What follows belongs to an exercise in optimizing a design on an open flow for small area and few clock cycles per item; a production flow would make more cautious choices. Only simulation tests tie the RTL to the original design; equivalence was not proved. The clock port is modelled as an ideal driver; clocking choices that lean on that would not hold on a real chip. Power and IR drop assume default switching activity.

## phase1_top
module phase1_top(
    input clk,
    input rst,
    output [15:0] imem_addr,
    input  [15:0] imem_rdata,
    output [15:0] dmem_addr,
    output [15:0] dmem_wdata,
    output        dmem_we,
    input  [15:0] dmem_rdata
);
==> flow/config.mk <==
export PLATFORM = sky130hd
export DESIGN_NAME = phase1_top
export DESIGN_NICKNAME = phase1_top
export VERILOG_FILES = /design/flow/design.v
export SDC_FILE = /design/flow/constraint.sdc
export NUM_CORES = 4
export LEC_CHECK = 0
export CAP_MARGIN = 20
export CORE_MARGIN = 2
export CORE_UTILIZATION = 60
export CTS_BUF_LIST = sky130_fd_sc_hd__clkbuf_4
export SETUP_SLACK_MARGIN = 0.2
export SLEW_MARGIN = 20
export SYNTH_HIERARCHICAL = 1
==> flow/constraint.sdc <==
create_clock -name core_clock -period 8.0 [get_ports {clk}]
set_input_delay 1.6000 -clock core_clock [delete_from_list [all_inputs] [get_ports {clk}]]
set_output_delay 1.6000 -clock core_clock [all_outputs]
set_load 0.01 [all_outputs]
standard.sh (not shown) runs the stock make flow with config.mk's settings and CLKGATE_MAP_FILE= SYNTH_SCRIPT=/design/flow/synth_recipe.tcl, a recipe that flattens the netlist after the stock synthesis.
==> flow/flow/run.sh <==
#!/bin/bash
# Layout flow: the standard flow (standard.sh: unchanged synthesis and
# steps) with three changes: the port buffers are sky130_fd_sc_hd__buf_1
# instead of the cell buffer_ports picks by default, clock tree synthesis
# inserts no dummy loads and puts at most 8 flip-flops on a leaf buffer, and after clock tree synthesis cells on paths
# with slack to spare are downsized (recover.tcl). ORFS writes each tool's
# output to orfs/logs; make's own output goes to flow.log here.
set -euo pipefail
here=$(cd "$(dirname "$0")" && pwd)
export BUFFER_PORTS_ARGS="-buffer_cell sky130_fd_sc_hd__buf_1"
export CTS_ARGS="-sink_clustering_enable -repair_clock_nets -buf_list sky130_fd_sc_hd__clkbuf_4 -sink_clustering_size 8 -sink_clustering_max_diameter 50 -dont_use_dummy_load"
export POST_CTS_TCL="$here/recover.tcl"
bash standard.sh finish > flow.log 2>&1
==> flow/flow/recover.tcl <==
# After clock tree synthesis and its timing repair: downsize cells on paths
# with slack to spare, then legalize the placement again.
repair_timing -recover_power 100 -setup_margin 0.2 -verbose
detailed_placement
check_placement -verbose
The first run passed the timing, DRC and antenna checks.
Testbench counts at the start, summed over its fixed seeds: cycles 10,331, instructions 10,191.
==> next run, changes <==
==> flow/flow/run.sh (replaced) <==
#!/bin/bash
# Layout flow: the standard flow (standard.sh: unchanged synthesis and
# steps) with three changes: the port buffers are sky130_fd_sc_hd__buf_2
# instead of the cell buffer_ports picks by default, clock tree synthesis
# inserts no dummy loads and puts at most 8 flip-flops on a leaf buffer, and after clock tree synthesis cells on paths
# with slack to spare are downsized (recover.tcl). Timing-driven global
# placement keeps none of its trial buffering (GPL_KEEP_OVERFLOW=0); the
# timing repair after clock tree synthesis does that work. ORFS writes each tool's
# output to orfs/logs; make's own output goes to flow.log here.
set -euo pipefail
here=$(cd "$(dirname "$0")" && pwd)
export BUFFER_PORTS_ARGS="-buffer_cell sky130_fd_sc_hd__buf_2"
export CTS_ARGS="-sink_clustering_enable -repair_clock_nets -buf_list sky130_fd_sc_hd__clkbuf_4 -sink_clustering_size 8 -sink_clustering_max_diameter 50 -dont_use_dummy_load"
export POST_CTS_TCL="$here/recover.tcl"
export GPL_KEEP_OVERFLOW=0
bash standard.sh finish > flow.log 2>&1
Result:
- The changed run completed with no timing, DRC or antenna violations
- maximum frequency is about the same
- cell count came out lower by a few percent
- worst hold slack improved by 15 ps
==> next run, changes <==
==> flow/flow/run.sh (replaced) <==
#!/bin/bash
# Layout flow: the standard flow (standard.sh: unchanged synthesis and
# steps) with three changes: the port buffers are sky130_fd_sc_hd__buf_2
# instead of the cell buffer_ports picks by default, clock tree synthesis
# inserts no dummy loads and puts at most 8 flip-flops on a leaf buffer, and after clock tree synthesis cells on paths
# with slack to spare are downsized (recover.tcl). ORFS writes each tool's
# output to orfs/logs; make's own output goes to flow.log here.
set -euo pipefail
here=$(cd "$(dirname "$0")" && pwd)
export BUFFER_PORTS_ARGS="-buffer_cell sky130_fd_sc_hd__buf_2"
export CTS_ARGS="-sink_clustering_enable -repair_clock_nets -buf_list sky130_fd_sc_hd__clkbuf_4 -sink_clustering_size 8 -sink_clustering_max_diameter 50 -dont_use_dummy_load"
export POST_CTS_TCL="$here/recover.tcl"
bash standard.sh finish > flow.log 2>&1
SETUP_SLACK_MARGIN = 0.15   (was 0.2)
The changed run went through all stages and came out clean.
First-iteration DRC count came out higher by 6.7%.
Clock power came out lower by about 1%.
Global-route usage came out lower by 3.4 points.
Die area does not change.
Power barely changes.
Area after synthesis does not change.
Clock skew came out lower by 41 ps.
Final cell count came out higher by 2.5%.
Non-clock buffer count came out higher by 46.

==> what the ideal ports hide <==
How much do the figures lean on ideal ports? The routed layouts below were timed once more, with nothing changed but the port constraints. Step 1 assumes that a clkbuf_16 drives the clock port and a buf_2 every other input. Step 2 adds t to the input delays and takes it off the output delays; t is the mean of the earliest and latest rising clock arrival at the registers after step 1. Input paths then give back, and output paths get back, about the clock's delay inside the block. Three values: ideal ports, drivers, drivers and shift; two values: the first two.
| run | shift t [ns] | slack for setup (ns) | worst setup path at the end |
|---|---|---|---|
| the first run | 0.722 | 0.322 / 0.301 / 0.135 | input to register |
| the second run | 0.708 | 0.321 / 0.305 / -0.363 | input to register |
| the third run | 0.728 | 0.326 / 0.293 / 0.255 | input to register |
With both steps, setup timing fails in the second run, where it was met with ideal ports. The setup slack of the second run, which loses most, moves by -0.016 ns with the drivers and by -0.684 ns with both steps.
